What follows belongs to an exercise in optimizing a design on an open flow for small area, a short achievable clock period and few clock cycles per item; a production flow would make more cautious choices. Only simulation tests tie the RTL to the original design; equivalence was not proved. Power and IR drop assume default switching activity.

## design/flow/design.v

```verilog
module Complex_Multiplier (
	input clk,
	input rst,
	input signed  [7:0] Re_in_1,
	input signed  [7:0] Im_in_1,
	input signed  [7:0] Re_in_2,
	input signed  [7:0] Im_in_2,
	input signed  [1:0] data_valid_in,
	output signed [15:0] Re_out,
	output signed [15:0] Im_out,
	output signed [1:0] data_valid_out
);
reg vld_q;
always @(posedge clk) vld_q <= ~rst & (|data_valid_in);
assign data_valid_out = {1'b0, vld_q};
wire cone1, ctwo2, cnz3, cnegn4, cone5, ctwo6, cnz7, cnegn8, cone9, ctwo10, cnz11, cnegn12, cone13, ctwo14, cnz15, cnegn16, done17, dtwo18, dnz19, dnegn20, done21, dtwo22, dnz23, dnegn24, done25, dtwo26, dnz27, dnegn28, done29, dtwo30, dnz31, dnegn32, pp33, pp34, pp35, pp36, pp37, pp38, pp39, pp40, pp41, pp42, pp43, pp44, pp45, pp46, pp47, pp48, pp49, pp50, pp51, pp52, pp53, pp54, pp55, pp56, pp57, pp58, pp59, pp60, pp61, pp62, pp63, pp64, pp65, pp66, pp67, pp68, pp69, pp70, pp71, pp72, pp73, pp74, pp75, pp76, pp77, pp78, pp79, pp80, pp81, pp82, pp83, pp84, pp85, pp86, pp87, pp88, pp89, pp90, pp91, pp92, pp93, pp94, pp95, pp96, pp97, pp98, pp99, pp100, pp101, pp102, pp103, pp104, ci105, ci106, ci107, ci108, res109, rec110, res111, rec112, res113, rec114, res115, rec116, res117, rec118, res119, rec120, res121, rec122, res123, rec124, res125, rec126, res127, rec128, res129, rec130, res131, rec132, res133, rec134, res135, rec136, res137, rec138, res139, rec140, res141, rec142, res143, rec144, res145, rec146, res147, rec148, res149, rec150, res151, rec152, res153, rec154, res155, rec156, res157, rec158, res159, rec160, res161, rec162, res163, rec164, res165, rec166, res167, rec168, res169, rec170, res171, rec172, res173, rec174, res175, rec176, res177, rec178, res179, rec180, res181, rec182, res183, rec184, res185, rec186, res187, rec188, res189, rec190, res191, rec192, res193, rec194, res195, rec196, res197, rec198, res199, rec200, res201, rec202, res203, rec204, res205, rec206, res207, rec208, res209, rec210, res211, rec212, res213, rec214, res215, rec216, res217, rec218, res219, rec220, res221, rec222, res223, rec224, res225, rec226, res227, rec228, res229, rec230, res231, rec232, res233, rec234, res235, rec236, res237, rec238, res239, rec240, res241, rec242, pp243, pp244, pp245, pp246, pp247, pp248, pp249, pp250, pp251, pp252, pp253, pp254, pp255, pp256, pp257, pp258, pp259, pp260, pp261, pp262, pp263, pp264, pp265, pp266, pp267, pp268, pp269, pp270, pp271, pp272, pp273, pp274, pp275, pp276, pp277, pp278, pp279, pp280, pp281, pp282, pp283, pp284, pp285, pp286, pp287, pp288, pp289, pp290, pp291, pp292, pp293, pp294, pp295, pp296, pp297, pp298, pp299, pp300, pp301, pp302, pp303, pp304, pp305, pp306, pp307, pp308, pp309, pp310, pp311, pp312, pp313, pp314, ci315, ci316, ci317, ci318, ims319, imc320, ims321, imc322, ims323, imc324, ims325, imc326, ims327, imc328, ims329, imc330, ims331, imc332, ims333, imc334, ims335, imc336, ims337, imc338, ims339, imc340, ims341, imc342, ims343, imc344, ims345, imc346, ims347, imc348, ims349, imc350, ims351, imc352, ims353, imc354, ims355, imc356, ims357, imc358, ims359, imc360, ims361, imc362, ims363, imc364, ims365, imc366, ims367, imc368, ims369, imc370, ims371, imc372, ims373, imc374, ims375, imc376, ims377, imc378, ims379, imc380, ims381, imc382, ims383, imc384, ims385, imc386, ims387, imc388, ims389, imc390, ims391, imc392, ims393, imc394, ims395, imc396, ims397, imc398, ims399, imc400, ims401, imc402, ims403, imc404, ims405, imc406, ims407, imc408, ims409, imc410, ims411, imc412, ims413, imc414, ims415, imc416, ims417, imc418, ims419, imc420, ims421, imc422, ims423, imc424, ims425, imc426, ims427, imc428, ims429, imc430, ims431, imc432, ims433, imc434, ims435, imc436, ims437, imc438, ims439, imc440, ims441, imc442, ims443, imc444, ims445, imc446, ims447, imc448, ims449, imc450, ims451, imc452;
assign cone1 = Re_in_2[0];
assign ctwo2 = Re_in_2[1] & ~Re_in_2[0];
assign cnz3 = Re_in_2[1] | Re_in_2[0];
assign cnegn4 = ~Re_in_2[1];
assign cone5 = Re_in_2[2] ^ Re_in_2[1];
assign ctwo6 = (Re_in_2[3] & ~Re_in_2[2] & ~Re_in_2[1]) | (~Re_in_2[3] & Re_in_2[2] & Re_in_2[1]);
assign cnz7 = ~(Re_in_2[3] & Re_in_2[2] & Re_in_2[1]) & (Re_in_2[3] | Re_in_2[2] | Re_in_2[1]);
assign cnegn8 = ~Re_in_2[3];
assign cone9 = Re_in_2[4] ^ Re_in_2[3];
assign ctwo10 = (Re_in_2[5] & ~Re_in_2[4] & ~Re_in_2[3]) | (~Re_in_2[5] & Re_in_2[4] & Re_in_2[3]);
assign cnz11 = ~(Re_in_2[5] & Re_in_2[4] & Re_in_2[3]) & (Re_in_2[5] | Re_in_2[4] | Re_in_2[3]);
assign cnegn12 = ~Re_in_2[5];
assign cone13 = Re_in_2[6] ^ Re_in_2[5];
assign ctwo14 = (Re_in_2[7] & ~Re_in_2[6] & ~Re_in_2[5]) | (~Re_in_2[7] & Re_in_2[6] & Re_in_2[5]);
assign cnz15 = ~(Re_in_2[7] & Re_in_2[6] & Re_in_2[5]) & (Re_in_2[7] | Re_in_2[6] | Re_in_2[5]);
assign cnegn16 = ~Re_in_2[7];
assign done17 = Im_in_2[0];
assign dtwo18 = Im_in_2[1] & ~Im_in_2[0];
assign dnz19 = Im_in_2[1] | Im_in_2[0];
assign dnegn20 = ~Im_in_2[1];
assign done21 = Im_in_2[2] ^ Im_in_2[1];
assign dtwo22 = (Im_in_2[3] & ~Im_in_2[2] & ~Im_in_2[1]) | (~Im_in_2[3] & Im_in_2[2] & Im_in_2[1]);
assign dnz23 = ~(Im_in_2[3] & Im_in_2[2] & Im_in_2[1]) & (Im_in_2[3] | Im_in_2[2] | Im_in_2[1]);
assign dnegn24 = ~Im_in_2[3];
assign done25 = Im_in_2[4] ^ Im_in_2[3];
assign dtwo26 = (Im_in_2[5] & ~Im_in_2[4] & ~Im_in_2[3]) | (~Im_in_2[5] & Im_in_2[4] & Im_in_2[3]);
assign dnz27 = ~(Im_in_2[5] & Im_in_2[4] & Im_in_2[3]) & (Im_in_2[5] | Im_in_2[4] | Im_in_2[3]);
assign dnegn28 = ~Im_in_2[5];
assign done29 = Im_in_2[6] ^ Im_in_2[5];
assign dtwo30 = (Im_in_2[7] & ~Im_in_2[6] & ~Im_in_2[5]) | (~Im_in_2[7] & Im_in_2[6] & Im_in_2[5]);
assign dnz31 = ~(Im_in_2[7] & Im_in_2[6] & Im_in_2[5]) & (Im_in_2[7] | Im_in_2[6] | Im_in_2[5]);
assign dnegn32 = ~Im_in_2[7];
cm_bsel1 u_pp33 (.e(cone1), .x(Re_in_1[0]), .n(Re_in_2[1]), .p(pp33));
cm_bsel2 u_pp34 (.e1(cone1), .x1(Re_in_1[1]), .e2(ctwo2), .x2(Re_in_1[0]), .n(Re_in_2[1]), .p(pp34));
cm_bsel2 u_pp35 (.e1(cone1), .x1(Re_in_1[2]), .e2(ctwo2), .x2(Re_in_1[1]), .n(Re_in_2[1]), .p(pp35));
cm_bsel2 u_pp36 (.e1(cone1), .x1(Re_in_1[3]), .e2(ctwo2), .x2(Re_in_1[2]), .n(Re_in_2[1]), .p(pp36));
cm_bsel2 u_pp37 (.e1(cone1), .x1(Re_in_1[4]), .e2(ctwo2), .x2(Re_in_1[3]), .n(Re_in_2[1]), .p(pp37));
cm_bsel2 u_pp38 (.e1(cone1), .x1(Re_in_1[5]), .e2(ctwo2), .x2(Re_in_1[4]), .n(Re_in_2[1]), .p(pp38));
cm_bsel2 u_pp39 (.e1(cone1), .x1(Re_in_1[6]), .e2(ctwo2), .x2(Re_in_1[5]), .n(Re_in_2[1]), .p(pp39));
cm_bsel2 u_pp40 (.e1(cone1), .x1(Re_in_1[7]), .e2(ctwo2), .x2(Re_in_1[6]), .n(Re_in_2[1]), .p(pp40));
cm_bsel1 u_pp41 (.e(cnz3), .x(Re_in_1[7]), .n(cnegn4), .p(pp41));
cm_bsel1 u_pp42 (.e(cone5), .x(Re_in_1[0]), .n(Re_in_2[3]), .p(pp42));
cm_bsel2 u_pp43 (.e1(cone5), .x1(Re_in_1[1]), .e2(ctwo6), .x2(Re_in_1[0]), .n(Re_in_2[3]), .p(pp43));
cm_bsel2 u_pp44 (.e1(cone5), .x1(Re_in_1[2]), .e2(ctwo6), .x2(Re_in_1[1]), .n(Re_in_2[3]), .p(pp44));
cm_bsel2 u_pp45 (.e1(cone5), .x1(Re_in_1[3]), .e2(ctwo6), .x2(Re_in_1[2]), .n(Re_in_2[3]), .p(pp45));
cm_bsel2 u_pp46 (.e1(cone5), .x1(Re_in_1[4]), .e2(ctwo6), .x2(Re_in_1[3]), .n(Re_in_2[3]), .p(pp46));
cm_bsel2 u_pp47 (.e1(cone5), .x1(Re_in_1[5]), .e2(ctwo6), .x2(Re_in_1[4]), .n(Re_in_2[3]), .p(pp47));
cm_bsel2 u_pp48 (.e1(cone5), .x1(Re_in_1[6]), .e2(ctwo6), .x2(Re_in_1[5]), .n(Re_in_2[3]), .p(pp48));
cm_bsel2 u_pp49 (.e1(cone5), .x1(Re_in_1[7]), .e2(ctwo6), .x2(Re_in_1[6]), .n(Re_in_2[3]), .p(pp49));
cm_bsel1 u_pp50 (.e(cnz7), .x(Re_in_1[7]), .n(cnegn8), .p(pp50));
cm_bsel1 u_pp51 (.e(cone9), .x(Re_in_1[0]), .n(Re_in_2[5]), .p(pp51));
cm_bsel2 u_pp52 (.e1(cone9), .x1(Re_in_1[1]), .e2(ctwo10), .x2(Re_in_1[0]), .n(Re_in_2[5]), .p(pp52));
cm_bsel2 u_pp53 (.e1(cone9), .x1(Re_in_1[2]), .e2(ctwo10), .x2(Re_in_1[1]), .n(Re_in_2[5]), .p(pp53));
cm_bsel2 u_pp54 (.e1(cone9), .x1(Re_in_1[3]), .e2(ctwo10), .x2(Re_in_1[2]), .n(Re_in_2[5]), .p(pp54));
cm_bsel2 u_pp55 (.e1(cone9), .x1(Re_in_1[4]), .e2(ctwo10), .x2(Re_in_1[3]), .n(Re_in_2[5]), .p(pp55));
cm_bsel2 u_pp56 (.e1(cone9), .x1(Re_in_1[5]), .e2(ctwo10), .x2(Re_in_1[4]), .n(Re_in_2[5]), .p(pp56));
cm_bsel2 u_pp57 (.e1(cone9), .x1(Re_in_1[6]), .e2(ctwo10), .x2(Re_in_1[5]), .n(Re_in_2[5]), .p(pp57));
cm_bsel2 u_pp58 (.e1(cone9), .x1(Re_in_1[7]), .e2(ctwo10), .x2(Re_in_1[6]), .n(Re_in_2[5]), .p(pp58));
cm_bsel1 u_pp59 (.e(cnz11), .x(Re_in_1[7]), .n(cnegn12), .p(pp59));
cm_bsel1 u_pp60 (.e(cone13), .x(Re_in_1[0]), .n(Re_in_2[7]), .p(pp60));
cm_bsel2 u_pp61 (.e1(cone13), .x1(Re_in_1[1]), .e2(ctwo14), .x2(Re_in_1[0]), .n(Re_in_2[7]), .p(pp61));
cm_bsel2 u_pp62 (.e1(cone13), .x1(Re_in_1[2]), .e2(ctwo14), .x2(Re_in_1[1]), .n(Re_in_2[7]), .p(pp62));
cm_bsel2 u_pp63 (.e1(cone13), .x1(Re_in_1[3]), .e2(ctwo14), .x2(Re_in_1[2]), .n(Re_in_2[7]), .p(pp63));
cm_bsel2 u_pp64 (.e1(cone13), .x1(Re_in_1[4]), .e2(ctwo14), .x2(Re_in_1[3]), .n(Re_in_2[7]), .p(pp64));
cm_bsel2 u_pp65 (.e1(cone13), .x1(Re_in_1[5]), .e2(ctwo14), .x2(Re_in_1[4]), .n(Re_in_2[7]), .p(pp65));
cm_bsel2 u_pp66 (.e1(cone13), .x1(Re_in_1[6]), .e2(ctwo14), .x2(Re_in_1[5]), .n(Re_in_2[7]), .p(pp66));
cm_bsel2 u_pp67 (.e1(cone13), .x1(Re_in_1[7]), .e2(ctwo14), .x2(Re_in_1[6]), .n(Re_in_2[7]), .p(pp67));
cm_bsel1 u_pp68 (.e(cnz15), .x(Re_in_1[7]), .n(cnegn16), .p(pp68));
cm_bsel1 u_pp69 (.e(done17), .x(Im_in_1[0]), .n(dnegn20), .p(pp69));
cm_bsel2 u_pp70 (.e1(done17), .x1(Im_in_1[1]), .e2(dtwo18), .x2(Im_in_1[0]), .n(dnegn20), .p(pp70));
cm_bsel2 u_pp71 (.e1(done17), .x1(Im_in_1[2]), .e2(dtwo18), .x2(Im_in_1[1]), .n(dnegn20), .p(pp71));
cm_bsel2 u_pp72 (.e1(done17), .x1(Im_in_1[3]), .e2(dtwo18), .x2(Im_in_1[2]), .n(dnegn20), .p(pp72));
cm_bsel2 u_pp73 (.e1(done17), .x1(Im_in_1[4]), .e2(dtwo18), .x2(Im_in_1[3]), .n(dnegn20), .p(pp73));
cm_bsel2 u_pp74 (.e1(done17), .x1(Im_in_1[5]), .e2(dtwo18), .x2(Im_in_1[4]), .n(dnegn20), .p(pp74));
cm_bsel2 u_pp75 (.e1(done17), .x1(Im_in_1[6]), .e2(dtwo18), .x2(Im_in_1[5]), .n(dnegn20), .p(pp75));
cm_bsel2 u_pp76 (.e1(done17), .x1(Im_in_1[7]), .e2(dtwo18), .x2(Im_in_1[6]), .n(dnegn20), .p(pp76));
cm_bsel1 u_pp77 (.e(dnz19), .x(Im_in_1[7]), .n(Im_in_2[1]), .p(pp77));
cm_bsel1 u_pp78 (.e(done21), .x(Im_in_1[0]), .n(dnegn24), .p(pp78));
cm_bsel2 u_pp79 (.e1(done21), .x1(Im_in_1[1]), .e2(dtwo22), .x2(Im_in_1[0]), .n(dnegn24), .p(pp79));
cm_bsel2 u_pp80 (.e1(done21), .x1(Im_in_1[2]), .e2(dtwo22), .x2(Im_in_1[1]), .n(dnegn24), .p(pp80));
cm_bsel2 u_pp81 (.e1(done21), .x1(Im_in_1[3]), .e2(dtwo22), .x2(Im_in_1[2]), .n(dnegn24), .p(pp81));
cm_bsel2 u_pp82 (.e1(done21), .x1(Im_in_1[4]), .e2(dtwo22), .x2(Im_in_1[3]), .n(dnegn24), .p(pp82));
cm_bsel2 u_pp83 (.e1(done21), .x1(Im_in_1[5]), .e2(dtwo22), .x2(Im_in_1[4]), .n(dnegn24), .p(pp83));
cm_bsel2 u_pp84 (.e1(done21), .x1(Im_in_1[6]), .e2(dtwo22), .x2(Im_in_1[5]), .n(dnegn24), .p(pp84));
cm_bsel2 u_pp85 (.e1(done21), .x1(Im_in_1[7]), .e2(dtwo22), .x2(Im_in_1[6]), .n(dnegn24), .p(pp85));
cm_bsel1 u_pp86 (.e(dnz23), .x(Im_in_1[7]), .n(Im_in_2[3]), .p(pp86));
cm_bsel1 u_pp87 (.e(done25), .x(Im_in_1[0]), .n(dnegn28), .p(pp87));
cm_bsel2 u_pp88 (.e1(done25), .x1(Im_in_1[1]), .e2(dtwo26), .x2(Im_in_1[0]), .n(dnegn28), .p(pp88));
cm_bsel2 u_pp89 (.e1(done25), .x1(Im_in_1[2]), .e2(dtwo26), .x2(Im_in_1[1]), .n(dnegn28), .p(pp89));
cm_bsel2 u_pp90 (.e1(done25), .x1(Im_in_1[3]), .e2(dtwo26), .x2(Im_in_1[2]), .n(dnegn28), .p(pp90));
cm_bsel2 u_pp91 (.e1(done25), .x1(Im_in_1[4]), .e2(dtwo26), .x2(Im_in_1[3]), .n(dnegn28), .p(pp91));
cm_bsel2 u_pp92 (.e1(done25), .x1(Im_in_1[5]), .e2(dtwo26), .x2(Im_in_1[4]), .n(dnegn28), .p(pp92));
cm_bsel2 u_pp93 (.e1(done25), .x1(Im_in_1[6]), .e2(dtwo26), .x2(Im_in_1[5]), .n(dnegn28), .p(pp93));
cm_bsel2 u_pp94 (.e1(done25), .x1(Im_in_1[7]), .e2(dtwo26), .x2(Im_in_1[6]), .n(dnegn28), .p(pp94));
cm_bsel1 u_pp95 (.e(dnz27), .x(Im_in_1[7]), .n(Im_in_2[5]), .p(pp95));
cm_bsel1 u_pp96 (.e(done29), .x(Im_in_1[0]), .n(dnegn32), .p(pp96));
cm_bsel2 u_pp97 (.e1(done29), .x1(Im_in_1[1]), .e2(dtwo30), .x2(Im_in_1[0]), .n(dnegn32), .p(pp97));
cm_bsel2 u_pp98 (.e1(done29), .x1(Im_in_1[2]), .e2(dtwo30), .x2(Im_in_1[1]), .n(dnegn32), .p(pp98));
cm_bsel2 u_pp99 (.e1(done29), .x1(Im_in_1[3]), .e2(dtwo30), .x2(Im_in_1[2]), .n(dnegn32), .p(pp99));
cm_bsel2 u_pp100 (.e1(done29), .x1(Im_in_1[4]), .e2(dtwo30), .x2(Im_in_1[3]), .n(dnegn32), .p(pp100));
cm_bsel2 u_pp101 (.e1(done29), .x1(Im_in_1[5]), .e2(dtwo30), .x2(Im_in_1[4]), .n(dnegn32), .p(pp101));
cm_bsel2 u_pp102 (.e1(done29), .x1(Im_in_1[6]), .e2(dtwo30), .x2(Im_in_1[5]), .n(dnegn32), .p(pp102));
cm_bsel2 u_pp103 (.e1(done29), .x1(Im_in_1[7]), .e2(dtwo30), .x2(Im_in_1[6]), .n(dnegn32), .p(pp103));
cm_bsel1 u_pp104 (.e(dnz31), .x(Im_in_1[7]), .n(Im_in_2[7]), .p(pp104));
assign ci105 = ~pp49;
assign ci106 = ~pp100;
assign ci107 = ~pp102;
assign ci108 = ~pp104;
cm_ha u_res109 (.a(Re_in_2[7]), .b(dnegn32), .s(res109), .co(rec110));
cm_fa u_res111 (.a(Re_in_2[5]), .b(dnegn28), .c(pp37), .s(res111), .co(rec112));
cm_ha u_res113 (.a(pp38), .b(pp45), .s(res113), .co(rec114));
cm_fa u_res115 (.a(res109), .b(pp39), .c(pp46), .s(res115), .co(rec116));
cm_fa u_res117 (.a(pp53), .b(pp60), .c(pp75), .s(res117), .co(rec118));
cm_fa u_res119 (.a(rec110), .b(pp40), .c(pp47), .s(res119), .co(rec120));
cm_fa u_res121 (.a(pp54), .b(pp61), .c(pp76), .s(res121), .co(rec122));
cm_ha u_res123 (.a(pp83), .b(pp90), .s(res123), .co(rec124));
cm_fa u_res125 (.a(pp41), .b(pp48), .c(pp55), .s(res125), .co(rec126));
cm_fa u_res127 (.a(pp62), .b(pp77), .c(pp84), .s(res127), .co(rec128));
cm_ha u_res129 (.a(pp91), .b(pp98), .s(res129), .co(rec130));
cm_fa u_res131 (.a(pp56), .b(pp63), .c(pp85), .s(res131), .co(rec132));
cm_ha u_res133 (.a(pp92), .b(pp99), .s(res133), .co(rec134));
cm_fa u_res135 (.a(pp49), .b(pp50), .c(pp57), .s(res135), .co(rec136));
cm_ha u_res137 (.a(pp64), .b(pp86), .s(res137), .co(rec138));
cm_ha u_res139 (.a(pp100), .b(pp101), .s(res139), .co(rec140));
cm_fa u_res141 (.a(Re_in_2[3]), .b(dnegn24), .c(pp35), .s(res141), .co(rec142));
cm_ha u_res143 (.a(pp36), .b(pp43), .s(res143), .co(rec144));
cm_fa u_res145 (.a(pp44), .b(pp51), .c(pp73), .s(res145), .co(rec146));
cm_ha u_res147 (.a(pp80), .b(pp87), .s(res147), .co(rec148));
cm_fa u_res149 (.a(pp52), .b(pp74), .c(pp81), .s(res149), .co(rec150));
cm_fa u_res151 (.a(pp88), .b(res113), .c(rec112), .s(res151), .co(rec152));
cm_fa u_res153 (.a(pp82), .b(pp89), .c(pp96), .s(res153), .co(rec154));
cm_fa u_res155 (.a(rec114), .b(res115), .c(res117), .s(res155), .co(rec156));
cm_fa u_res157 (.a(pp97), .b(res123), .c(rec116), .s(res157), .co(rec158));
cm_fa u_res159 (.a(rec118), .b(res119), .c(res121), .s(res159), .co(rec160));
cm_fa u_res161 (.a(rec124), .b(res129), .c(rec120), .s(res161), .co(rec162));
cm_fa u_res163 (.a(rec122), .b(res125), .c(res127), .s(res163), .co(rec164));
cm_fa u_res165 (.a(ci105), .b(rec130), .c(res133), .s(res165), .co(rec166));
cm_fa u_res167 (.a(rec126), .b(rec128), .c(res131), .s(res167), .co(rec168));
cm_fa u_res169 (.a(pp93), .b(ci106), .c(rec134), .s(res169), .co(rec170));
cm_fa u_res171 (.a(res137), .b(rec132), .c(res135), .s(res171), .co(rec172));
cm_fa u_res173 (.a(pp58), .b(pp65), .c(pp94), .s(res173), .co(rec174));
cm_fa u_res175 (.a(rec138), .b(res139), .c(rec136), .s(res175), .co(rec176));
cm_fa u_res177 (.a(pp59), .b(pp66), .c(pp95), .s(res177), .co(rec178));
cm_ha u_res179 (.a(ci107), .b(rec140), .s(res179), .co(rec180));
cm_ha u_res181 (.a(pp102), .b(pp103), .s(res181), .co(rec182));
cm_ha u_res183 (.a(Re_in_2[1]), .b(dnegn20), .s(res183), .co(rec184));
cm_ha u_res185 (.a(pp42), .b(pp71), .s(res185), .co(rec186));
cm_fa u_res187 (.a(pp72), .b(pp79), .c(res143), .s(res187), .co(rec188));
cm_fa u_res189 (.a(rec144), .b(res147), .c(res111), .s(res189), .co(rec190));
cm_fa u_res191 (.a(rec148), .b(rec146), .c(res149), .s(res191), .co(rec192));
cm_fa u_res193 (.a(rec150), .b(res153), .c(rec152), .s(res193), .co(rec194));
cm_fa u_res195 (.a(rec154), .b(rec156), .c(res157), .s(res195), .co(rec196));
cm_fa u_res197 (.a(rec158), .b(rec160), .c(res161), .s(res197), .co(rec198));
cm_fa u_res199 (.a(res165), .b(rec162), .c(rec164), .s(res199), .co(rec200));
cm_fa u_res201 (.a(rec166), .b(res169), .c(rec168), .s(res201), .co(rec202));
cm_fa u_res203 (.a(res173), .b(rec170), .c(rec172), .s(res203), .co(rec204));
cm_fa u_res205 (.a(rec174), .b(res179), .c(res177), .s(res205), .co(rec206));
cm_fa u_res207 (.a(pp67), .b(res181), .c(rec180), .s(res207), .co(rec208));
cm_ha u_res209 (.a(pp68), .b(ci108), .s(res209), .co(rec210));
cm_ha u_res211 (.a(res183), .b(pp33), .s(res211), .co(rec212));
cm_fa u_res213 (.a(rec184), .b(pp34), .c(pp70), .s(res213), .co(rec214));
cm_fa u_res215 (.a(pp78), .b(res185), .c(res141), .s(res215), .co(rec216));
cm_fa u_res217 (.a(rec186), .b(rec142), .c(res187), .s(res217), .co(rec218));
cm_fa u_res219 (.a(res145), .b(rec188), .c(res189), .s(res219), .co(rec220));
cm_fa u_res221 (.a(rec190), .b(res151), .c(res191), .s(res221), .co(rec222));
cm_fa u_res223 (.a(rec192), .b(res155), .c(res193), .s(res223), .co(rec224));
cm_fa u_res225 (.a(res159), .b(rec194), .c(res195), .s(res225), .co(rec226));
cm_fa u_res227 (.a(res163), .b(rec196), .c(res197), .s(res227), .co(rec228));
cm_fa u_res229 (.a(res167), .b(rec198), .c(res199), .s(res229), .co(rec230));
cm_fa u_res231 (.a(res171), .b(rec200), .c(res201), .s(res231), .co(rec232));
cm_fa u_res233 (.a(res175), .b(rec202), .c(res203), .s(res233), .co(rec234));
cm_fa u_res235 (.a(rec176), .b(res205), .c(rec204), .s(res235), .co(rec236));
cm_fa u_res237 (.a(rec178), .b(res207), .c(rec206), .s(res237), .co(rec238));
cm_fa u_res239 (.a(rec182), .b(res209), .c(rec208), .s(res239), .co(rec240));
cm_ha u_res241 (.a(pp104), .b(rec210), .s(res241), .co(rec242));
cm_bsel1 u_pp243 (.e(cone1), .x(Im_in_1[0]), .n(Re_in_2[1]), .p(pp243));
cm_bsel2 u_pp244 (.e1(cone1), .x1(Im_in_1[1]), .e2(ctwo2), .x2(Im_in_1[0]), .n(Re_in_2[1]), .p(pp244));
cm_bsel2 u_pp245 (.e1(cone1), .x1(Im_in_1[2]), .e2(ctwo2), .x2(Im_in_1[1]), .n(Re_in_2[1]), .p(pp245));
cm_bsel2 u_pp246 (.e1(cone1), .x1(Im_in_1[3]), .e2(ctwo2), .x2(Im_in_1[2]), .n(Re_in_2[1]), .p(pp246));
cm_bsel2 u_pp247 (.e1(cone1), .x1(Im_in_1[4]), .e2(ctwo2), .x2(Im_in_1[3]), .n(Re_in_2[1]), .p(pp247));
cm_bsel2 u_pp248 (.e1(cone1), .x1(Im_in_1[5]), .e2(ctwo2), .x2(Im_in_1[4]), .n(Re_in_2[1]), .p(pp248));
cm_bsel2 u_pp249 (.e1(cone1), .x1(Im_in_1[6]), .e2(ctwo2), .x2(Im_in_1[5]), .n(Re_in_2[1]), .p(pp249));
cm_bsel2 u_pp250 (.e1(cone1), .x1(Im_in_1[7]), .e2(ctwo2), .x2(Im_in_1[6]), .n(Re_in_2[1]), .p(pp250));
cm_bsel1 u_pp251 (.e(cnz3), .x(Im_in_1[7]), .n(cnegn4), .p(pp251));
cm_bsel1 u_pp252 (.e(cone5), .x(Im_in_1[0]), .n(Re_in_2[3]), .p(pp252));
cm_bsel2 u_pp253 (.e1(cone5), .x1(Im_in_1[1]), .e2(ctwo6), .x2(Im_in_1[0]), .n(Re_in_2[3]), .p(pp253));
cm_bsel2 u_pp254 (.e1(cone5), .x1(Im_in_1[2]), .e2(ctwo6), .x2(Im_in_1[1]), .n(Re_in_2[3]), .p(pp254));
cm_bsel2 u_pp255 (.e1(cone5), .x1(Im_in_1[3]), .e2(ctwo6), .x2(Im_in_1[2]), .n(Re_in_2[3]), .p(pp255));
cm_bsel2 u_pp256 (.e1(cone5), .x1(Im_in_1[4]), .e2(ctwo6), .x2(Im_in_1[3]), .n(Re_in_2[3]), .p(pp256));
cm_bsel2 u_pp257 (.e1(cone5), .x1(Im_in_1[5]), .e2(ctwo6), .x2(Im_in_1[4]), .n(Re_in_2[3]), .p(pp257));
cm_bsel2 u_pp258 (.e1(cone5), .x1(Im_in_1[6]), .e2(ctwo6), .x2(Im_in_1[5]), .n(Re_in_2[3]), .p(pp258));
cm_bsel2 u_pp259 (.e1(cone5), .x1(Im_in_1[7]), .e2(ctwo6), .x2(Im_in_1[6]), .n(Re_in_2[3]), .p(pp259));
cm_bsel1 u_pp260 (.e(cnz7), .x(Im_in_1[7]), .n(cnegn8), .p(pp260));
cm_bsel1 u_pp261 (.e(cone9), .x(Im_in_1[0]), .n(Re_in_2[5]), .p(pp261));
cm_bsel2 u_pp262 (.e1(cone9), .x1(Im_in_1[1]), .e2(ctwo10), .x2(Im_in_1[0]), .n(Re_in_2[5]), .p(pp262));
cm_bsel2 u_pp263 (.e1(cone9), .x1(Im_in_1[2]), .e2(ctwo10), .x2(Im_in_1[1]), .n(Re_in_2[5]), .p(pp263));
cm_bsel2 u_pp264 (.e1(cone9), .x1(Im_in_1[3]), .e2(ctwo10), .x2(Im_in_1[2]), .n(Re_in_2[5]), .p(pp264));
cm_bsel2 u_pp265 (.e1(cone9), .x1(Im_in_1[4]), .e2(ctwo10), .x2(Im_in_1[3]), .n(Re_in_2[5]), .p(pp265));
cm_bsel2 u_pp266 (.e1(cone9), .x1(Im_in_1[5]), .e2(ctwo10), .x2(Im_in_1[4]), .n(Re_in_2[5]), .p(pp266));
cm_bsel2 u_pp267 (.e1(cone9), .x1(Im_in_1[6]), .e2(ctwo10), .x2(Im_in_1[5]), .n(Re_in_2[5]), .p(pp267));
cm_bsel2 u_pp268 (.e1(cone9), .x1(Im_in_1[7]), .e2(ctwo10), .x2(Im_in_1[6]), .n(Re_in_2[5]), .p(pp268));
cm_bsel1 u_pp269 (.e(cnz11), .x(Im_in_1[7]), .n(cnegn12), .p(pp269));
cm_bsel1 u_pp270 (.e(cone13), .x(Im_in_1[0]), .n(Re_in_2[7]), .p(pp270));
cm_bsel2 u_pp271 (.e1(cone13), .x1(Im_in_1[1]), .e2(ctwo14), .x2(Im_in_1[0]), .n(Re_in_2[7]), .p(pp271));
cm_bsel2 u_pp272 (.e1(cone13), .x1(Im_in_1[2]), .e2(ctwo14), .x2(Im_in_1[1]), .n(Re_in_2[7]), .p(pp272));
cm_bsel2 u_pp273 (.e1(cone13), .x1(Im_in_1[3]), .e2(ctwo14), .x2(Im_in_1[2]), .n(Re_in_2[7]), .p(pp273));
cm_bsel2 u_pp274 (.e1(cone13), .x1(Im_in_1[4]), .e2(ctwo14), .x2(Im_in_1[3]), .n(Re_in_2[7]), .p(pp274));
cm_bsel2 u_pp275 (.e1(cone13), .x1(Im_in_1[5]), .e2(ctwo14), .x2(Im_in_1[4]), .n(Re_in_2[7]), .p(pp275));
cm_bsel2 u_pp276 (.e1(cone13), .x1(Im_in_1[6]), .e2(ctwo14), .x2(Im_in_1[5]), .n(Re_in_2[7]), .p(pp276));
cm_bsel2 u_pp277 (.e1(cone13), .x1(Im_in_1[7]), .e2(ctwo14), .x2(Im_in_1[6]), .n(Re_in_2[7]), .p(pp277));
cm_bsel1 u_pp278 (.e(cnz15), .x(Im_in_1[7]), .n(cnegn16), .p(pp278));
cm_bsel1 u_pp279 (.e(done17), .x(Re_in_1[0]), .n(Im_in_2[1]), .p(pp279));
cm_bsel2 u_pp280 (.e1(done17), .x1(Re_in_1[1]), .e2(dtwo18), .x2(Re_in_1[0]), .n(Im_in_2[1]), .p(pp280));
cm_bsel2 u_pp281 (.e1(done17), .x1(Re_in_1[2]), .e2(dtwo18), .x2(Re_in_1[1]), .n(Im_in_2[1]), .p(pp281));
cm_bsel2 u_pp282 (.e1(done17), .x1(Re_in_1[3]), .e2(dtwo18), .x2(Re_in_1[2]), .n(Im_in_2[1]), .p(pp282));
cm_bsel2 u_pp283 (.e1(done17), .x1(Re_in_1[4]), .e2(dtwo18), .x2(Re_in_1[3]), .n(Im_in_2[1]), .p(pp283));
cm_bsel2 u_pp284 (.e1(done17), .x1(Re_in_1[5]), .e2(dtwo18), .x2(Re_in_1[4]), .n(Im_in_2[1]), .p(pp284));
cm_bsel2 u_pp285 (.e1(done17), .x1(Re_in_1[6]), .e2(dtwo18), .x2(Re_in_1[5]), .n(Im_in_2[1]), .p(pp285));
cm_bsel2 u_pp286 (.e1(done17), .x1(Re_in_1[7]), .e2(dtwo18), .x2(Re_in_1[6]), .n(Im_in_2[1]), .p(pp286));
cm_bsel1 u_pp287 (.e(dnz19), .x(Re_in_1[7]), .n(dnegn20), .p(pp287));
cm_bsel1 u_pp288 (.e(done21), .x(Re_in_1[0]), .n(Im_in_2[3]), .p(pp288));
cm_bsel2 u_pp289 (.e1(done21), .x1(Re_in_1[1]), .e2(dtwo22), .x2(Re_in_1[0]), .n(Im_in_2[3]), .p(pp289));
cm_bsel2 u_pp290 (.e1(done21), .x1(Re_in_1[2]), .e2(dtwo22), .x2(Re_in_1[1]), .n(Im_in_2[3]), .p(pp290));
cm_bsel2 u_pp291 (.e1(done21), .x1(Re_in_1[3]), .e2(dtwo22), .x2(Re_in_1[2]), .n(Im_in_2[3]), .p(pp291));
cm_bsel2 u_pp292 (.e1(done21), .x1(Re_in_1[4]), .e2(dtwo22), .x2(Re_in_1[3]), .n(Im_in_2[3]), .p(pp292));
cm_bsel2 u_pp293 (.e1(done21), .x1(Re_in_1[5]), .e2(dtwo22), .x2(Re_in_1[4]), .n(Im_in_2[3]), .p(pp293));
cm_bsel2 u_pp294 (.e1(done21), .x1(Re_in_1[6]), .e2(dtwo22), .x2(Re_in_1[5]), .n(Im_in_2[3]), .p(pp294));
cm_bsel2 u_pp295 (.e1(done21), .x1(Re_in_1[7]), .e2(dtwo22), .x2(Re_in_1[6]), .n(Im_in_2[3]), .p(pp295));
cm_bsel1 u_pp296 (.e(dnz23), .x(Re_in_1[7]), .n(dnegn24), .p(pp296));
cm_bsel1 u_pp297 (.e(done25), .x(Re_in_1[0]), .n(Im_in_2[5]), .p(pp297));
cm_bsel2 u_pp298 (.e1(done25), .x1(Re_in_1[1]), .e2(dtwo26), .x2(Re_in_1[0]), .n(Im_in_2[5]), .p(pp298));
cm_bsel2 u_pp299 (.e1(done25), .x1(Re_in_1[2]), .e2(dtwo26), .x2(Re_in_1[1]), .n(Im_in_2[5]), .p(pp299));
cm_bsel2 u_pp300 (.e1(done25), .x1(Re_in_1[3]), .e2(dtwo26), .x2(Re_in_1[2]), .n(Im_in_2[5]), .p(pp300));
cm_bsel2 u_pp301 (.e1(done25), .x1(Re_in_1[4]), .e2(dtwo26), .x2(Re_in_1[3]), .n(Im_in_2[5]), .p(pp301));
cm_bsel2 u_pp302 (.e1(done25), .x1(Re_in_1[5]), .e2(dtwo26), .x2(Re_in_1[4]), .n(Im_in_2[5]), .p(pp302));
cm_bsel2 u_pp303 (.e1(done25), .x1(Re_in_1[6]), .e2(dtwo26), .x2(Re_in_1[5]), .n(Im_in_2[5]), .p(pp303));
cm_bsel2 u_pp304 (.e1(done25), .x1(Re_in_1[7]), .e2(dtwo26), .x2(Re_in_1[6]), .n(Im_in_2[5]), .p(pp304));
cm_bsel1 u_pp305 (.e(dnz27), .x(Re_in_1[7]), .n(dnegn28), .p(pp305));
cm_bsel1 u_pp306 (.e(done29), .x(Re_in_1[0]), .n(Im_in_2[7]), .p(pp306));
cm_bsel2 u_pp307 (.e1(done29), .x1(Re_in_1[1]), .e2(dtwo30), .x2(Re_in_1[0]), .n(Im_in_2[7]), .p(pp307));
cm_bsel2 u_pp308 (.e1(done29), .x1(Re_in_1[2]), .e2(dtwo30), .x2(Re_in_1[1]), .n(Im_in_2[7]), .p(pp308));
cm_bsel2 u_pp309 (.e1(done29), .x1(Re_in_1[3]), .e2(dtwo30), .x2(Re_in_1[2]), .n(Im_in_2[7]), .p(pp309));
cm_bsel2 u_pp310 (.e1(done29), .x1(Re_in_1[4]), .e2(dtwo30), .x2(Re_in_1[3]), .n(Im_in_2[7]), .p(pp310));
cm_bsel2 u_pp311 (.e1(done29), .x1(Re_in_1[5]), .e2(dtwo30), .x2(Re_in_1[4]), .n(Im_in_2[7]), .p(pp311));
cm_bsel2 u_pp312 (.e1(done29), .x1(Re_in_1[6]), .e2(dtwo30), .x2(Re_in_1[5]), .n(Im_in_2[7]), .p(pp312));
cm_bsel2 u_pp313 (.e1(done29), .x1(Re_in_1[7]), .e2(dtwo30), .x2(Re_in_1[6]), .n(Im_in_2[7]), .p(pp313));
cm_bsel1 u_pp314 (.e(dnz31), .x(Re_in_1[7]), .n(dnegn32), .p(pp314));
assign ci315 = ~pp259;
assign ci316 = ~pp259;
assign ci317 = ~pp269;
assign ci318 = ~pp278;
cm_ha u_ims319 (.a(Im_in_2[7]), .b(Re_in_2[7]), .s(ims319), .co(imc320));
cm_fa u_ims321 (.a(Im_in_2[5]), .b(Re_in_2[5]), .c(pp247), .s(ims321), .co(imc322));
cm_ha u_ims323 (.a(pp248), .b(pp255), .s(ims323), .co(imc324));
cm_fa u_ims325 (.a(ims319), .b(pp249), .c(pp256), .s(ims325), .co(imc326));
cm_fa u_ims327 (.a(pp263), .b(pp270), .c(pp285), .s(ims327), .co(imc328));
cm_fa u_ims329 (.a(imc320), .b(pp250), .c(pp257), .s(ims329), .co(imc330));
cm_fa u_ims331 (.a(pp264), .b(pp271), .c(pp286), .s(ims331), .co(imc332));
cm_ha u_ims333 (.a(pp293), .b(pp300), .s(ims333), .co(imc334));
cm_fa u_ims335 (.a(pp251), .b(pp258), .c(pp265), .s(ims335), .co(imc336));
cm_fa u_ims337 (.a(pp272), .b(pp287), .c(pp294), .s(ims337), .co(imc338));
cm_ha u_ims339 (.a(pp301), .b(pp308), .s(ims339), .co(imc340));
cm_fa u_ims341 (.a(pp266), .b(pp273), .c(pp295), .s(ims341), .co(imc342));
cm_ha u_ims343 (.a(pp302), .b(pp309), .s(ims343), .co(imc344));
cm_fa u_ims345 (.a(pp260), .b(pp267), .c(pp274), .s(ims345), .co(imc346));
cm_ha u_ims347 (.a(pp296), .b(pp303), .s(ims347), .co(imc348));
cm_ha u_ims349 (.a(pp259), .b(pp268), .s(ims349), .co(imc350));
cm_fa u_ims351 (.a(Im_in_2[3]), .b(Re_in_2[3]), .c(pp245), .s(ims351), .co(imc352));
cm_ha u_ims353 (.a(pp246), .b(pp253), .s(ims353), .co(imc354));
cm_fa u_ims355 (.a(pp254), .b(pp261), .c(pp283), .s(ims355), .co(imc356));
cm_ha u_ims357 (.a(pp290), .b(pp297), .s(ims357), .co(imc358));
cm_fa u_ims359 (.a(pp262), .b(pp284), .c(pp291), .s(ims359), .co(imc360));
cm_fa u_ims361 (.a(pp298), .b(ims323), .c(imc322), .s(ims361), .co(imc362));
cm_fa u_ims363 (.a(pp292), .b(pp299), .c(pp306), .s(ims363), .co(imc364));
cm_fa u_ims365 (.a(imc324), .b(ims325), .c(ims327), .s(ims365), .co(imc366));
cm_fa u_ims367 (.a(pp307), .b(ims333), .c(imc326), .s(ims367), .co(imc368));
cm_fa u_ims369 (.a(imc328), .b(ims329), .c(ims331), .s(ims369), .co(imc370));
cm_fa u_ims371 (.a(imc334), .b(ims339), .c(imc330), .s(ims371), .co(imc372));
cm_fa u_ims373 (.a(imc332), .b(ims335), .c(ims337), .s(ims373), .co(imc374));
cm_fa u_ims375 (.a(ci315), .b(imc340), .c(ims343), .s(ims375), .co(imc376));
cm_fa u_ims377 (.a(imc336), .b(imc338), .c(ims341), .s(ims377), .co(imc378));
cm_fa u_ims379 (.a(pp310), .b(ci316), .c(imc344), .s(ims379), .co(imc380));
cm_fa u_ims381 (.a(ims347), .b(imc342), .c(ims345), .s(ims381), .co(imc382));
cm_fa u_ims383 (.a(pp275), .b(pp304), .c(pp311), .s(ims383), .co(imc384));
cm_fa u_ims385 (.a(imc348), .b(ims349), .c(imc346), .s(ims385), .co(imc386));
cm_fa u_ims387 (.a(pp276), .b(pp305), .c(pp312), .s(ims387), .co(imc388));
cm_ha u_ims389 (.a(ci317), .b(imc350), .s(ims389), .co(imc390));
cm_ha u_ims391 (.a(pp269), .b(pp277), .s(ims391), .co(imc392));
cm_ha u_ims393 (.a(Im_in_2[1]), .b(Re_in_2[1]), .s(ims393), .co(imc394));
cm_ha u_ims395 (.a(pp252), .b(pp281), .s(ims395), .co(imc396));
cm_fa u_ims397 (.a(pp282), .b(pp289), .c(ims353), .s(ims397), .co(imc398));
cm_fa u_ims399 (.a(imc354), .b(ims357), .c(ims321), .s(ims399), .co(imc400));
cm_fa u_ims401 (.a(imc358), .b(imc356), .c(ims359), .s(ims401), .co(imc402));
cm_fa u_ims403 (.a(imc360), .b(ims363), .c(imc362), .s(ims403), .co(imc404));
cm_fa u_ims405 (.a(imc364), .b(imc366), .c(ims367), .s(ims405), .co(imc406));
cm_fa u_ims407 (.a(imc368), .b(imc370), .c(ims371), .s(ims407), .co(imc408));
cm_fa u_ims409 (.a(ims375), .b(imc372), .c(imc374), .s(ims409), .co(imc410));
cm_fa u_ims411 (.a(imc376), .b(ims379), .c(imc378), .s(ims411), .co(imc412));
cm_fa u_ims413 (.a(ims383), .b(imc380), .c(imc382), .s(ims413), .co(imc414));
cm_fa u_ims415 (.a(imc384), .b(ims389), .c(ims387), .s(ims415), .co(imc416));
cm_fa u_ims417 (.a(pp313), .b(ims391), .c(imc390), .s(ims417), .co(imc418));
cm_ha u_ims419 (.a(pp314), .b(ci318), .s(ims419), .co(imc420));
cm_ha u_ims421 (.a(ims393), .b(pp243), .s(ims421), .co(imc422));
cm_fa u_ims423 (.a(imc394), .b(pp244), .c(pp280), .s(ims423), .co(imc424));
cm_fa u_ims425 (.a(pp288), .b(ims395), .c(ims351), .s(ims425), .co(imc426));
cm_fa u_ims427 (.a(imc396), .b(imc352), .c(ims397), .s(ims427), .co(imc428));
cm_fa u_ims429 (.a(ims355), .b(imc398), .c(ims399), .s(ims429), .co(imc430));
cm_fa u_ims431 (.a(imc400), .b(ims361), .c(ims401), .s(ims431), .co(imc432));
cm_fa u_ims433 (.a(imc402), .b(ims365), .c(ims403), .s(ims433), .co(imc434));
cm_fa u_ims435 (.a(ims369), .b(imc404), .c(ims405), .s(ims435), .co(imc436));
cm_fa u_ims437 (.a(ims373), .b(imc406), .c(ims407), .s(ims437), .co(imc438));
cm_fa u_ims439 (.a(ims377), .b(imc408), .c(ims409), .s(ims439), .co(imc440));
cm_fa u_ims441 (.a(ims381), .b(imc410), .c(ims411), .s(ims441), .co(imc442));
cm_fa u_ims443 (.a(ims385), .b(imc412), .c(ims413), .s(ims443), .co(imc444));
cm_fa u_ims445 (.a(imc386), .b(ims415), .c(imc414), .s(ims445), .co(imc446));
cm_fa u_ims447 (.a(imc388), .b(ims417), .c(imc416), .s(ims447), .co(imc448));
cm_fa u_ims449 (.a(imc392), .b(ims419), .c(imc418), .s(ims449), .co(imc450));
cm_ha u_ims451 (.a(pp278), .b(imc420), .s(ims451), .co(imc452));
wire [15:0] re_r0 = {res241, res239, res237, rec234, rec232, rec230, rec228, rec226, rec224, rec222, rec220, rec218, rec216, rec214, rec212, pp69};
wire [15:0] re_r1 = {rec240, rec238, rec236, res235, res233, res231, res229, res227, res225, res223, res221, res219, res217, res215, res213, res211};
reg re_q0_0;
always @(posedge clk) re_q0_0 <= pp69;
reg re_q0_1;
always @(posedge clk) re_q0_1 <= rec212;
reg re_q0_2;
always @(posedge clk) re_q0_2 <= rec214;
reg re_q0_3;
always @(posedge clk) re_q0_3 <= rec216;
reg re_q0_4;
always @(posedge clk) re_q0_4 <= rec218;
reg re_q0_5;
always @(posedge clk) re_q0_5 <= rec220;
reg re_q0_6;
always @(posedge clk) re_q0_6 <= rec222;
reg re_q0_7;
always @(posedge clk) re_q0_7 <= rec224;
reg re_q0_8;
always @(posedge clk) re_q0_8 <= rec226;
reg re_q0_9;
always @(posedge clk) re_q0_9 <= rec228;
reg re_q0_10;
always @(posedge clk) re_q0_10 <= rec230;
reg re_q0_11;
always @(posedge clk) re_q0_11 <= rec232;
reg re_q0_12;
always @(posedge clk) re_q0_12 <= rec234;
reg re_q0_13;
always @(posedge clk) re_q0_13 <= res237;
reg re_q0_14;
always @(posedge clk) re_q0_14 <= res239;
reg re_q0_15;
always @(posedge clk) re_q0_15 <= res241;
reg re_q1_0;
always @(posedge clk) re_q1_0 <= res211;
reg re_q1_1;
always @(posedge clk) re_q1_1 <= res213;
reg re_q1_2;
always @(posedge clk) re_q1_2 <= res215;
reg re_q1_3;
always @(posedge clk) re_q1_3 <= res217;
reg re_q1_4;
always @(posedge clk) re_q1_4 <= res219;
reg re_q1_5;
always @(posedge clk) re_q1_5 <= res221;
reg re_q1_6;
always @(posedge clk) re_q1_6 <= res223;
reg re_q1_7;
always @(posedge clk) re_q1_7 <= res225;
reg re_q1_8;
always @(posedge clk) re_q1_8 <= res227;
reg re_q1_9;
always @(posedge clk) re_q1_9 <= res229;
reg re_q1_10;
always @(posedge clk) re_q1_10 <= res231;
reg re_q1_11;
always @(posedge clk) re_q1_11 <= res233;
reg re_q1_12;
always @(posedge clk) re_q1_12 <= res235;
reg re_q1_13;
always @(posedge clk) re_q1_13 <= rec236;
reg re_q1_14;
always @(posedge clk) re_q1_14 <= rec238;
reg re_q1_15;
always @(posedge clk) re_q1_15 <= rec240;
assign Re_out = {re_q0_15, re_q0_14, re_q0_13, re_q0_12, re_q0_11, re_q0_10, re_q0_9, re_q0_8, re_q0_7, re_q0_6, re_q0_5, re_q0_4, re_q0_3, re_q0_2, re_q0_1, re_q0_0} + {re_q1_15, re_q1_14, re_q1_13, re_q1_12, re_q1_11, re_q1_10, re_q1_9, re_q1_8, re_q1_7, re_q1_6, re_q1_5, re_q1_4, re_q1_3, re_q1_2, re_q1_1, re_q1_0};
wire [15:0] im_r0 = {ims451, ims449, ims447, imc444, imc442, imc440, imc438, imc436, imc434, imc432, imc430, imc428, imc426, imc424, imc422, pp279};
wire [15:0] im_r1 = {imc450, imc448, imc446, ims445, ims443, ims441, ims439, ims437, ims435, ims433, ims431, ims429, ims427, ims425, ims423, ims421};
reg im_q0_0;
always @(posedge clk) im_q0_0 <= pp279;
reg im_q0_1;
always @(posedge clk) im_q0_1 <= imc422;
reg im_q0_2;
always @(posedge clk) im_q0_2 <= imc424;
reg im_q0_3;
always @(posedge clk) im_q0_3 <= imc426;
reg im_q0_4;
always @(posedge clk) im_q0_4 <= imc428;
reg im_q0_5;
always @(posedge clk) im_q0_5 <= imc430;
reg im_q0_6;
always @(posedge clk) im_q0_6 <= imc432;
reg im_q0_7;
always @(posedge clk) im_q0_7 <= imc434;
reg im_q0_8;
always @(posedge clk) im_q0_8 <= imc436;
reg im_q0_9;
always @(posedge clk) im_q0_9 <= imc438;
reg im_q0_10;
always @(posedge clk) im_q0_10 <= imc440;
reg im_q0_11;
always @(posedge clk) im_q0_11 <= imc442;
reg im_q0_12;
always @(posedge clk) im_q0_12 <= imc444;
reg im_q0_13;
always @(posedge clk) im_q0_13 <= ims447;
reg im_q0_14;
always @(posedge clk) im_q0_14 <= ims449;
reg im_q0_15;
always @(posedge clk) im_q0_15 <= ims451;
reg im_q1_0;
always @(posedge clk) im_q1_0 <= ims421;
reg im_q1_1;
always @(posedge clk) im_q1_1 <= ims423;
reg im_q1_2;
always @(posedge clk) im_q1_2 <= ims425;
reg im_q1_3;
always @(posedge clk) im_q1_3 <= ims427;
reg im_q1_4;
always @(posedge clk) im_q1_4 <= ims429;
reg im_q1_5;
always @(posedge clk) im_q1_5 <= ims431;
reg im_q1_6;
always @(posedge clk) im_q1_6 <= ims433;
reg im_q1_7;
always @(posedge clk) im_q1_7 <= ims435;
reg im_q1_8;
always @(posedge clk) im_q1_8 <= ims437;
reg im_q1_9;
always @(posedge clk) im_q1_9 <= ims439;
reg im_q1_10;
always @(posedge clk) im_q1_10 <= ims441;
reg im_q1_11;
always @(posedge clk) im_q1_11 <= ims443;
reg im_q1_12;
always @(posedge clk) im_q1_12 <= ims445;
reg im_q1_13;
always @(posedge clk) im_q1_13 <= imc446;
reg im_q1_14;
always @(posedge clk) im_q1_14 <= imc448;
reg im_q1_15;
always @(posedge clk) im_q1_15 <= imc450;
assign Im_out = {im_q0_15, im_q0_14, im_q0_13, im_q0_12, im_q0_11, im_q0_10, im_q0_9, im_q0_8, im_q0_7, im_q0_6, im_q0_5, im_q0_4, im_q0_3, im_q0_2, im_q0_1, im_q0_0} + {im_q1_15, im_q1_14, im_q1_13, im_q1_12, im_q1_11, im_q1_10, im_q1_9, im_q1_8, im_q1_7, im_q1_6, im_q1_5, im_q1_4, im_q1_3, im_q1_2, im_q1_1, im_q1_0};
endmodule
module cm_fa (input a, input b, input c, output s, output co);
  assign s = a ^ b ^ c;
  assign co = (a & b) | (a & c) | (b & c);
endmodule
module cm_bsel1 (input e, input x, input n, output p);
  assign p = (e & x) ^ n;
endmodule
module cm_bsel2 (input e1, input x1, input e2, input x2, input n, output p);
  assign p = ((e1 & x1) | (e2 & x2)) ^ n;
endmodule
module cm_ha (input a, input b, output s, output co);
  assign s = a ^ b;
  assign co = a & b;
endmodule
```

## design/flow/flow/run.sh

```bash
#!/bin/bash
# The standard ORFS flow (standard.sh) with two changes:
#  - port buffers are sky130_fd_sc_hd__buf_2 cells instead of the default
#    delay buffers;
#  - before floorplanning, combinational cells start at drive strength 1
#    (flow/downsize.tcl); the flow's repair steps upsize where needed.
# Each tool's log stays under orfs/logs/; make's own output goes to run_make.log.
set -euo pipefail
here=$(pwd)
bash standard.sh \
  "BUFFER_PORTS_ARGS=-buffer_cell sky130_fd_sc_hd__buf_2" \
  "PRE_FLOORPLAN_TCL=$here/flow/downsize.tcl" \
  finish > run_make.log 2>&1
```

## design/flow/flow/downsize.tcl

```tcl
# PRE_FLOORPLAN hook: start every combinational cell of the synthesized netlist
# at drive strength 1; the flow's own repair steps upsize cells where timing
# or slew needs it. Flip-flops keep the cell synthesis gave them.
set n_down 0
foreach inst [get_cells *] {
  set ref [get_property $inst ref_name]
  if { [regexp {^(sky130_fd_sc_hd__[a-z0-9]+)_([0-9]+)$} $ref -> base size] } {
    if { $size <= 1 || [string match "*__df*" $base] || [string match "*__conb*" $base] } {
      continue
    }
    set cand [get_lib_cells -quiet */${base}_1]
    if { [llength $cand] > 0 } {
      replace_cell $inst [lindex $cand 0]
      incr n_down
    }
  }
}
puts "downsize.tcl: $n_down cells set to drive strength 1"
```

## design/flow/standard.sh

```bash
#!/bin/bash
# synth_recipe.tcl (not shown) runs the flow's synth.tcl, then flattens the netlist and writes it again
# the make line also repeats each setting of config.mk as NAME=value (left out here)
make -C /OpenROAD-flow-scripts/flow DESIGN_CONFIG=/design/flow/config.mk WORK_HOME=/design/flow/orfs CLKGATE_MAP_FILE= SYNTH_SCRIPT=/design/flow/synth_recipe.tcl "${@:-finish}"
```

## design/flow/config.mk

```make
export PLATFORM = sky130hd
export DESIGN_NAME = Complex_Multiplier
export DESIGN_NICKNAME = Complex_Multiplier
export VERILOG_FILES = /design/flow/design.v
export SDC_FILE = /design/flow/constraint.sdc
export NUM_CORES = 4
export LEC_CHECK = 0
export CAP_MARGIN = 20
export CORE_MARGIN = 2
export CORE_UTILIZATION = 40
export CTS_BUF_LIST = sky130_fd_sc_hd__clkbuf_4 sky130_fd_sc_hd__clkbuf_8
export SETUP_SLACK_MARGIN = 1.6
export SLEW_MARGIN = 20
export SYNTH_HIERARCHICAL = 1
```

## design/flow/constraint.sdc

```tcl
create_clock -name core_clock -period 5.0 [get_ports {clk}]
set_input_delay 1.0000 -clock core_clock [delete_from_list [all_inputs] [get_ports {clk}]]
set_output_delay 1.0000 -clock core_clock [all_outputs]
set_load 0.01 [all_outputs]
```

==> results.py, run 1 <==
metrics = {
    "status": {
        "run_status": "no timing/DRC/antenna violations",
    },
    "synthesis": {
        "ys_warn_count": 7,
        "synth_cells": 730,
        "syn-num-nets": 932,
    },
    "placed_design": {
        "dp_cells": 1037,
        "dp_slack_ns": 0.724,
        "place_congestion": 0.819,
        "port_buffers": 68,
        "dp_hpwl_um": 13800,
    },
    "global_route": {
        "grt_max_degree": 20,
        "grt_usage": 0.205,
        "antenna_found_initial": 1,
        "grt_pass1_wl_um": 32500,
        "grt_pass1_vias": 6321,
        "grt_overflow": 0,
    },
    "detailed_routing": {
        "drt-vias-per-instance": 5.64,
        "drtIter0Drc": 431,
        "drc": 0,
        "wl_per_cell_um": 18.1,
        "dr.pass1.iters": 5,
        "vias": 6248,
        "ant_nets": 0,
        "routed_wl_um": 20000,
    },
    "final_layout": {
        "nets": 1069,
        "final_common_cell": "xnor2_1",
        "layout_common_cells": "xnor2_1, a22oi_1, fa_1",
        "drive_above_1_share": 0.320,
        "final_cell_count_no_fill": 1107,
    },
    "clocking": {
        "clock-sinks": 65,
        "cts_root_buffer": "clkbuf_8",
        "numCtsBuffers": 9,
        "clock_path_buffers": 2,
        "path_clk_slew_ns": 0.07,
        "htreeDepth": 3,
        "cts_tree": "yes",
    },
    "timing": {
        "worst_slack_ns": 1.54,
        "finalCritPeriodShare": 0.692,
        "rsz0062_at_grt": "true",
        "fin_tns_setup_ns": 0,
        "drv_slew": 0,
        "hold_viol_final": 0,
        "worst_hold_slack_ns": 0.772,
        "period_needed_ns": 3.46,
        "max_freq_ghz": 0.289,
        "setup_violations": 0,
    },
    "worst_setup_path": {
        "critPathSlowestCell": "fa_1",
        "cp.buffers_inverters": 4,
        "crit_chain": "buf_16 -> inv_2 -> nand3_2 -> o21ai_4 -> buf_12 -> buf_6 -> a22oi_2 -> xnor2_2 -> fa_2 -> fa_2 -> fa_1 -> fa_2",
        "cp_top_family": "adder cells",
        "critPathKind": "primary input to flip-flop",
        "critPathMaxFanout": 13,
        "crit_path_max_incr_delay_ns": 0.51,
        "cp-start-kind": "primary input",
        "cp.arrival_ns": 3.71,
        "cp-end-kind": "flip-flop",
        "worst_path_most_repeated_cell": "fa_2",
        "worstPathRequired_ns": 5.26,
    },
    "floorplanning": {
        "dieHeight_um": 142,
        "coreArea_um2": 18700,
        "dieArea_um2": 20200,
        "io_pins": 70,
        "start_util": 0.407,
        "die_w_um": 142,
        "num_rows": 50,
    },
    "power_and_ir_drop": {
        "ir_worst_vdd_v": 0.000300,
        "p_leak_nw": 3.91,
        "power_density_nw_per_um2": 558,
        "total_power_w": 0.00552,
    },
    "worst_hold_path": {
        "hold_class": "primary input to flip-flop",
    },
    "run": {
        "cap_violations": 0,
    },
}
-- area by class of cell --
| class | instances | area [µm²] |
|---|---|---|
| inverters | 22 | 113 |
| clock inverters | 6 | 35.0 |
| diodes | 1 | 2.50 |
| fillers | 1700 | 8820 |
| repair buffers | 132 | 1060 |
| well taps | 234 | 293 |
| flip-flops and latches | 65 | 1310 |
| multi-input cells | 637 | 6950 |
| clock buffers | 10 | 131 |
-- through the flow --
stage / instance area [µm²] / utilization
after floorplan: 7990 / -
after global placement: 8630 / 0.461
after detailed placement: 8630 / 0.461
after CTS: 9550 / 0.510
after global routing: 9890 / 0.529
final: 9890 / 0.529
-- what timing repair did --
action                                  CTS  global route
buffers inserted                         42             8
hold buffers                              0             0
pin swaps                                58            33
gates resized for setup                  83            59
endpoints found under the setup margin   42            33
cloned                                    3             0
-- metal layers --
metal	vias up	global-route usage	wire, µm
met2	214	0.318	9200
met3	20	0.0397	1450
met1	3133	0.295	9050
met4	0	0.0495	299
met5	-	0	0
li1	2881	-	-
-- where the power goes --
group	switching, W	internal, W
Sequential	0.0000791	0.000799
Combinational	0.00225	0.00200
Clock	0.000213	0.000181
-- worst paths after layout --
check / from / to / slack, ns / cells past startpoint
min: rst / vld_q / 0.77 / 2
max: Re_in_2[5] / im_q1_8 / 1.54 / 12
Testbench counts, summed over its fixed seeds: cycles 2,400, items 2,400.
==> run 2: changes to the inputs <==
--- a/design/flow/config.mk
+++ b/design/flow/config.mk
@@ -8,7 +8,5 @@
 export CAP_MARGIN = 20
 export CORE_MARGIN = 2
 export CORE_UTILIZATION = 40
-export CTS_BUF_LIST = sky130_fd_sc_hd__clkbuf_4 sky130_fd_sc_hd__clkbuf_8
-export SETUP_SLACK_MARGIN = 1.6
 export SLEW_MARGIN = 20
 export SYNTH_HIERARCHICAL = 1
==> run 2 against run 1 <==
Effect of this change:
- still clean on timing, DRC and antenna
- first-iteration DRC count rose by 13%
- maximum frequency is 17% lower
- sequential share of layout area increased by 1.7 points
- sequential power fell by 1%
- combinational power fell by 14%
- via count fell by 5.0%
- worst hold slack better by 0.034 ns
- critical path type unchanged
- largest power group unchanged
- highest routed layer unchanged
==> results.py, run 2 <==
metrics = {
    "worst_setup_path": {
        "cp-start-kind": "primary input",
        "worst_path_most_repeated_cell": "fa_1",
        "critPathSlowestCell": "o21ai_0",
        "cp.arrival_ns": 4.39,
        "critPathKind": "primary input to flip-flop",
        "setup.worst_path.end": "im_q1_8",
        "critPathMaxFanout": 8,
        "cp-end-kind": "flip-flop",
        "crit_chain": "buf_2 -> nand2b_1 -> o21ai_0 -> buf_4 -> a22oi_1 -> xnor2_1 -> fa_1 -> fa_1 -> fa_1 -> fa_1",
        "startpoint": "Re_in_2[4]",
        "crit_path_max_incr_delay_ns": 0.71,
        "worstPathRequired_ns": 5.22,
    },
    "global_route": {
        "antenna_found_initial": 0,
        "grt_usage": 0.187,
        "grt_max_degree": 26,
        "grt_overflow": 0,
        "grt_pass1_vias": 5841,
        "grt_pass1_wl_um": 29600,
    },
    "final_layout": {
        "final_common_cell": "xnor2_1",
        "final_cell_count_no_fill": 1064,
        "drive_above_1_share": 0.127,
        "nets": 1028,
        "diodes": 0,
        "layout_common_cells": "xnor2_1, a22oi_1, fa_1",
    },
    "status": {
        "run_status": "no timing/DRC/antenna violations",
    },
    "floorplanning": {
        "num_rows": 50,
        "io_pins": 70,
        "start_util": 0.407,
        "coreArea_um2": 18700,
        "die_w_um": 142,
        "dieArea_um2": 20200,
        "dieHeight_um": 142,
    },
    "detailed_routing": {
        "ant_nets": 0,
        "drt-vias-per-instance": 5.58,
        "vias": 5935,
        "drtIter0Drc": 485,
        "wl_met1_um": 8610,
        "drc": 0,
        "wl_met2_um": 7820,
        "dr.pass1.iters": 5,
        "wl_per_cell_um": 17.0,
        "wl_met3_um": 1320,
        "routed.top_layer": "met4",
        "routed_wl_um": 18100,
    },
    "placed_design": {
        "dp_hpwl_um": 13400,
        "place_congestion": 0.833,
        "port_buffers": 68,
        "dp_cells": 1049,
        "dp_slack_ns": 0.458,
    },
    "timing": {
        "hold_viol_final": 0,
        "finalCritPeriodShare": 0.834,
        "slew_headroom": 0.385,
        "rsz0062_at_grt": "false",
        "worst_hold_slack_ns": 0.805,
        "fin_tns_setup_ns": 0,
        "setup_violations": 0,
        "drv_slew": 0,
        "period_needed_ns": 4.17,
        "max_freq_ghz": 0.240,
        "worst_pin_slew_ns": 0.912,
        "worst_slack_ns": 0.828,
    },
    "clocking": {
        "cts-resized-gates": 0,
        "cts_root_buffer": "clkbuf_16",
        "numCtsBuffers": 9,
        "htreeDepth": 3,
        "clock_path_buffers": 2,
        "holdBufCountCts": 0,
        "cts_setup_buffers": 0,
        "clock-sinks": 65,
        "path_clk_slew_ns": 0.05,
        "cts_tree": "yes",
    },
    "power_and_ir_drop": {
        "p_switching_w": 0.00228,
        "p_sw_frac": 0.441,
        "p_comb_frac": 0.711,
        "ir_worst_vdd_v": 0.000282,
        "pwr-share-clk": 0.121,
        "pwr-share-seq": 0.168,
        "intPower_w": 0.00289,
        "p_leak_nw": 3.55,
        "power_density_nw_per_um2": 594,
    },
    "run": {
        "cap_violations": 0,
    },
    "synthesis": {
        "ys_warn_count": 7,
        "syn-num-nets": 932,
        "synth_cells": 730,
    },
    "worst_hold_path": {
        "hold_class": "primary input to flip-flop",
    },
}
==> run 2: area by class of cell <==
| cell class | instances | area, µm² |
|---|---|---|
| inverters | 22 | 82.6 |
| multi-input cells | 636 | 6210 |
| flip-flops and latches | 65 | 1300 |
| clock buffers | 13 | 260 |
| fillers | 1798 | 10000 |
| repair buffers | 92 | 520 |
| clock inverters | 2 | 37.5 |
| well taps | 234 | 293 |
==> run 2: worst max-delay path: cells and delay by family <==
| kind | cells | cell delay (ns) |
|---|---|---|
| adders and majority gates | 4 | 1.86 |
| buffers and inverters | 2 | 0.42 |
| xor gates and xnor gates | 1 | 0.18 |
| and+or+nand+nor | 1 | 0.13 |
| AOI/OAI and AO/OA | 2 | 0.80 |
==> run 2: worst min-delay path by stage <==
stage | from | end | slack, ns | cells past startpoint
finish | rst | vld_q | 0.81 | 2
global route | rst | vld_q | 0.80 | 2
floorplan | rst | vld_q | 1.07 | 1
detailed placement | rst | vld_q | 1.16 | 2
global placement | rst | vld_q | 1.16 | 2
CTS | rst | vld_q | 0.80 | 2
==> run 2: metrics by stage <==
step | util | instance area, µm² | power (W)
after floorplan | - | 7620 | 0.00354
after detailed placement | 0.450 | 8410 | 0.00464
final | 0.465 | 8710 | 0.00517
after CTS | 0.465 | 8710 | 0.00529
after global routing | 0.465 | 8710 | 0.00579
after global placement | 0.450 | 8410 | 0.00460
==> run 2: power by group through the flow <==
stage	Clock (W)	Sequential, W	Combinational [W]
2_1_floorplan	0	0.000865	0.00268
3_3_place_gp	0	0.000880	0.00372
3_5_place_dp	0	0.000883	0.00375
4_1_cts	0.000642	0.000873	0.00377
5_1_grt	0.000664	0.000895	0.00423
6_report	0.000628	0.000868	0.00367
==> run 2: layer usage <==
metal / track usage / vias to the layer above
li1: - / 2789
met1: 0.276 / 2912
met5: 0 / -
met4: 0.0579 / 0
met2: 0.271 / 214
met3: 0.0400 / 20

==> port drivers added, routing unchanged <==
The flow's constraints put no driver on any port. The routed layouts listed below were extracted and timed again, unchanged, in two steps.
Step 1 assumes that a clkbuf_16 drives the clock port and a buf_2 every other input.
Step 2 also shifts input and output timing later by t, the mid clock arrival at the registers, as if the neighbouring blocks saw the same clock.
Slacks: ideal / step 1 / step 2; pairs: ideal / step 1.
run	shift t [ns]	setup slack, ns	latest minus earliest clock arrival (ns)	worst register clock-pin slew, ns
run 1	0.406	1.541 / 1.487 / 1.081	0.008 / 0.008	0.07 / 0.07
run 2	0.378	0.828 / 0.842 / 0.464	0.008 / 0.008	0.05 / 0.05
After both steps setup and hold are still met in every run listed. The setup slack of run 1, which loses most, moves by -0.054 ns with the drivers and by -0.460 ns with both steps.
